Background: an optimization exercise with open tools, aiming at small area. Do not read the settings as production practice. In this exercise RTL edits were held to simulation tests only and were not proved equivalent to the original. No driver is modelled on the clock port, so clock power and skew are understated where the tree is cut down; a real chip needs a root buffer or a tree. Power figures rest on the tool's default switching activity, not on a simulated workload.

Setup of job 3367:
Design matrix2, start of the top module:
module matrix2 (clk,reset,segout,scanout);
input clk,reset;
output [7:0] segout;
output [2:0] scanout;
reg [2:0] a;
reg [2:0] s;
reg [6:0] u;
reg p;
reg [2:0] k;
reg [3:0] t;
wire [2:0] an, sn, kn2;
wire [6:0] un;
wire pn;
wire [3:0] tn2;
  wire c45, c46, c47, c49, c50, c51, c53,
    c54, c55, c56, c57, c58, c59, c60, c61,
    c62, c63, c65, c66, c67, c69, c70, c71,
    c73, c74, c75, c77, c78, c79, c81, c82,
    c83, c85, c86, c87, c89, c90, c91, c93,
    c94, c95, c97, c99, c100, c101, c103,
    c104, c105, c106, c107, c108, c109, c110,
    c111, c112, c113, c114, c115, c116, c117,
    c118, c119, c120, c121, c122, c123, c124,
    c125, c126, c128, c129, c130, c132, c133,
    c135, c136, c137, c139, c140, c142, c143,
    c144, c146, c147, c148, c149, c150;
  assign an[0] = reset & ~a[0];
  assign c45 = ~a[0] & ~a[1];
  assign c46 = a[0] & a[1];
  assign c47 = reset & ~c46;
  assign an[1] = ~c45 & c47;
  assign c49 = ~a[2] & ~c46;
  assign c50 = a[2] & c46;
  assign c51 = reset & ~c50;
  assign an[2] = ~c49 & c51;
  assign c53 = u[1] & u[2];
  assign c54 = u[6] & c53;
  assign c55 = u[3] & u[4];
  assign c56 = s[1] & u[0];
  assign c57 = c55 & c56;
  assign c58 = c54 & c57;
  assign c59 = c50 & c58;
  assign c60 = reset & ~c59;
  assign c61 = s[0] & c50;
  assign c62 = ~s[0] & ~c50;
  assign c63 = ~c61 & ~c62;
  assign sn[0] = c60 & c63;
  assign c65 = s[1] & c61;
  assign c66 = ~s[1] & ~c61;
  assign c67 = ~c65 & ~c66;
  assign sn[1] = c60 & c67;
  assign c69 = ~s[2] & ~c65;
  assign c70 = s[2] & c65;
  assign c71 = c60 & ~c70;
  assign sn[2] = ~c69 & c71;
  assign c73 = ~u[0] & ~c70;
  assign c74 = u[0] & c70;
  assign c75 = c60 & ~c74;
  assign un[0] = ~c73 & c75;
  assign c77 = ~u[1] & ~c74;
  assign c78 = u[1] & c74;
  assign c79 = c60 & ~c78;
  assign un[1] = ~c77 & c79;
  ...
==> flow/config.mk <==
export PLATFORM = sky130hd
export DESIGN_NAME = matrix2
export DESIGN_NICKNAME = matrix2
export VERILOG_FILES = /design/flow/design.v
export SDC_FILE = /design/flow/constraint.sdc
export NUM_CORES = 4
export LEC_CHECK = 0
export ABC_AREA = 1
export CAP_MARGIN = 20
export CORE_MARGIN = 2
export CORE_UTILIZATION = 40
export CTS_BUF_LIST = sky130_fd_sc_hd__clkbuf_4
export CTS_CLUSTER_DIAMETER = 100
export CTS_CLUSTER_SIZE = 10
export SLEW_MARGIN = 20
==> flow/constraint.sdc <==
create_clock -name core_clock -period 10.0 [get_ports {clk}]
set_input_delay 2.0000 -clock core_clock [delete_from_list [all_inputs] [get_ports {clk}]]
set_output_delay 2.0000 -clock core_clock [all_outputs]
set_load 0.01 [all_outputs]
standard.sh (not shown) runs the stock make flow with config.mk's settings and CLKGATE_MAP_FILE= SYNTH_SCRIPT=/design/flow/synth_recipe.tcl, a recipe that flattens the netlist after the stock synthesis.
==> flow/flow/run.sh <==
#!/bin/bash
# Standard ORFS layout (standard.sh), with three changes to how it is made:
#  - synthesis maps logic with an area-oriented ABC script (flow/abc_area.script,
#    used through ABC_AREA=1 from a copy of the ORFS scripts folder);
#  - no half/full-adder cells are extracted before ABC (ADDER_MAP_FILE empty);
#  - port buffers use the smallest buffer, sky130_fd_sc_hd__buf_1.
# Registers, their names and cell types are those of the standard synthesis.
set -euo pipefail
W=$(pwd)
rm -rf "$W/scripts_own"
mkdir -p "$W/scripts_own"
cp -r "$FLOW_HOME/scripts/." "$W/scripts_own/"
cp "$W/flow/abc_area.script" "$W/scripts_own/abc_area.script"
export SCRIPTS_DIR="$W/scripts_own"
export ADDER_MAP_FILE=
export CTS_ARGS="-sink_clustering_enable -sink_clustering_size 30 -sink_clustering_max_diameter 500 -buf_list sky130_fd_sc_hd__clkbuf_4 -root_buf sky130_fd_sc_hd__clkbuf_4 -dont_use_dummy_load -repair_clock_nets"
export BUFFER_PORTS_ARGS="-buffer_cell sky130_fd_sc_hd__buf_1"
bash "$W/standard.sh" > "$W/standard_flow.log" 2>&1
==> flow/flow/abc_area.script <==
strash
&get -n
&dc2
&dch -f
&nf -R 1000 -p -F 8 -A 4
&put
topo
stime -c
Job 3367 finished every stage and its layout cleared the timing, DRC and antenna checks.
diff inputs: job 3367 => job 2604
-- flow/flow/run.sh --
<<< job 3367, line 5
#  - no half/full-adder cells are extracted before ABC (ADDER_MAP_FILE empty);
#  - port buffers use the smallest buffer, sky130_fd_sc_hd__buf_1.
# Registers, their names and cell types are those of the standard synthesis.
>>> job 2604, line 5
#  - no half/full-adder cells are extracted before ABC (ADDER_MAP_FILE empty);
#  - port buffers use the smallest buffer, sky130_fd_sc_hd__buf_1;
#  - clock tree synthesis uses clkbuf_4 buffers and no dummy loads (CTS_ARGS).
# Registers, their names and cell types are those of the standard synthesis.
==> summary.txt <==
Any difference in fraction of registers with async set or reset after synthesis between job 3367 and job 2604 is small enough to ignore. Job 2604 vs. job 3367: net count of the mapped netlist barely changed; wire length of the first global-routing pass barely changed; detailed router's first-iteration violation count barely changed. From job 3367 to job 2604, via count did not move at all. Between job 2604 and job 3367, the difference in power is negligible. From job 2604 to job 3367, number of ordinary and repair buffers in the finished layout did not move at all. Job 3367 -> job 2604: global-route usage delta 0, exact match. As far as number of cells on the critical path goes, job 3367 and job 2604 are indistinguishable; the numbers are identical. Comparing job 2604 against job 3367, there is no change at all in overall die area.
> inputs changed (job 2604 -> job 4217)
==> flow/flow/run.sh <==
#!/bin/bash
# Standard ORFS layout (standard.sh), with four changes to how it is made:
#  - synthesis maps logic with an area-oriented ABC script (flow/abc_area.script,
#    used through ABC_AREA=1 from a copy of the ORFS scripts folder);
#  - no half/full-adder cells are extracted before ABC (ADDER_MAP_FILE empty);
#  - port buffers use the smallest buffer, sky130_fd_sc_hd__buf_1;
#  - the clock tree is one clkbuf_8 at the centre of the registers.
# Registers, their names and cell types are those of the standard synthesis.
set -euo pipefail
W=$(pwd)
rm -rf "$W/scripts_own"
mkdir -p "$W/scripts_own"
cp -r "$FLOW_HOME/scripts/." "$W/scripts_own/"
cp "$W/flow/abc_area.script" "$W/scripts_own/abc_area.script"
export SCRIPTS_DIR="$W/scripts_own"
export ADDER_MAP_FILE=
# one clock buffer instead of TritonCTS (flow/cts_one_buffer.tcl)
sed -i 's|^log_cmd clock_tree_synthesis {\*}\$cts_args|source $::env(ONE_CLOCK_TCL)|' "$W/scripts_own/cts.tcl"
grep -q ONE_CLOCK_TCL "$W/scripts_own/cts.tcl"
export ONE_CLOCK_TCL="$W/flow/cts_one_buffer.tcl"
export ONE_CLOCK_BUFFER=sky130_fd_sc_hd__clkbuf_8
export CTS_ARGS="-sink_clustering_enable -sink_clustering_size 30 -sink_clustering_max_diameter 500 -buf_list sky130_fd_sc_hd__clkbuf_4 -root_buf sky130_fd_sc_hd__clkbuf_4 -dont_use_dummy_load -repair_clock_nets"
export BUFFER_PORTS_ARGS="-buffer_cell sky130_fd_sc_hd__buf_1"
bash "$W/standard.sh" > "$W/standard_flow.log" 2>&1
==> flow/flow/cts_one_buffer.tcl (new file) <==
# Clock tree for a small design: one clock buffer between the clock port and
# every register, placed at the centre of the registers it drives. Used in
# place of clock_tree_synthesis (sourced from cts.tcl).
set block [ord::get_db_block]
set clk_net [$block findNet clk]
set xs 0
set ys 0
set n 0
foreach it [$clk_net getITerms] {
  set inst [$it getInst]
  set box [$inst getBBox]
  set xs [expr {$xs + ([$box xMin] + [$box xMax]) / 2}]
  set ys [expr {$ys + ([$box yMin] + [$box yMax]) / 2}]
  incr n
}
set dbu [$block getDbUnitsPerMicron]
set x [expr {double($xs) / $n / $dbu}]
set y [expr {double($ys) / $n / $dbu}]
puts "Clock buffer for $n sinks at $x $y"
insert_buffer -buffer_cell $::env(ONE_CLOCK_BUFFER) -net clk -location [list $x $y] \
  -buffer_name clkbuf_root -net_name clk_root
Findings:
The vertical die dimension of job 2604 and that of job 4217 are within noise of each other.
Job 2604 → job 4217: combinational fraction of design power higher; slew at the pin closest to its max-slew limit +78 ps; met2 layer wire length in the routed design grew by 28 um; number of antenna violations at the first check in global routing roughly the same.
For delay of the slowest critical-path stage, job 2604 and job 4217 come out practically identical.
Compared with job 2604, job 4217 ends up with a smaller final cell area.
Total wire length (lower): job 2604
The following lists how job 6730 was set up differently from job 4217:
==> flow/flow/run.sh <==
#!/bin/bash
# Standard ORFS layout (standard.sh), with three changes to how it is made:
#  - synthesis maps logic with an area-oriented ABC script (flow/abc_area.script,
#    used through ABC_AREA=1 from a copy of the ORFS scripts folder);
#  - no half/full-adder cells are extracted before ABC (ADDER_MAP_FILE empty);
#  - port buffers use the smallest buffer, sky130_fd_sc_hd__buf_1.
# Registers, their names and cell types are those of the standard synthesis.
set -euo pipefail
W=$(pwd)
rm -rf "$W/scripts_own"
mkdir -p "$W/scripts_own"
cp -r "$FLOW_HOME/scripts/." "$W/scripts_own/"
cp "$W/flow/abc_area.script" "$W/scripts_own/abc_area.script"
export SCRIPTS_DIR="$W/scripts_own"
export ADDER_MAP_FILE=
export CTS_ARGS="-buf_list sky130_fd_sc_hd__clkbuf_8 -root_buf sky130_fd_sc_hd__clkbuf_8 -dont_use_dummy_load -repair_clock_nets"
export BUFFER_PORTS_ARGS="-buffer_cell sky130_fd_sc_hd__buf_1"
bash "$W/standard.sh" > "$W/standard_flow.log" 2>&1
removed: flow/flow/cts_one_buffer.tcl
Findings:
Of job 4217 and job 6730, the higher first-pass iteration count of the detailed router belongs to job 4217.
Depth of the worst register-to-register path came out exactly the same in job 4217 and job 6730.
For fmax, job 4217 and job 6730 come out practically identical.
[compare] base=job 4217 new=job 6730: core utilization of the finished layout has increased, setup slack has increased, final period utilization has remained practically unchanged, number of global-route vias before repair has increased.
The clock cells of job 4217 come from the design's own scripts or RTL, not from TritonCTS.

## port drivers added, routing unchanged
No port has a modelled driver above. Below, the same layouts with a new extraction and two added sets of constraints. Step 1: set_driving_cell puts a clkbuf_16 on clk and a buf_2 on each other input, an assumption about the parent block. Step 2, shift: input delay + t, output delay - t, t = (earliest + latest rising clock arrival at the registers) / 2. This alone moves slack from input paths to output paths. a / b / c = ideal ports / drivers / drivers and shift; a / b = the first two.
run | shift t [ns] | slack for setup (ns) | worst setup path after step 2
job 3367 | 0.309 | 4.391 / 4.368 / 4.677 | register to output
job 2604 | 0.309 | 4.391 / 4.368 / 4.677 | register to output
job 4217 | 0.198 | 4.452 / 4.427 / 4.625 | register to output
job 6730 | 0.273 | 4.456 / 4.431 / 4.703 | register to output
After both steps every run listed still meets setup and hold.
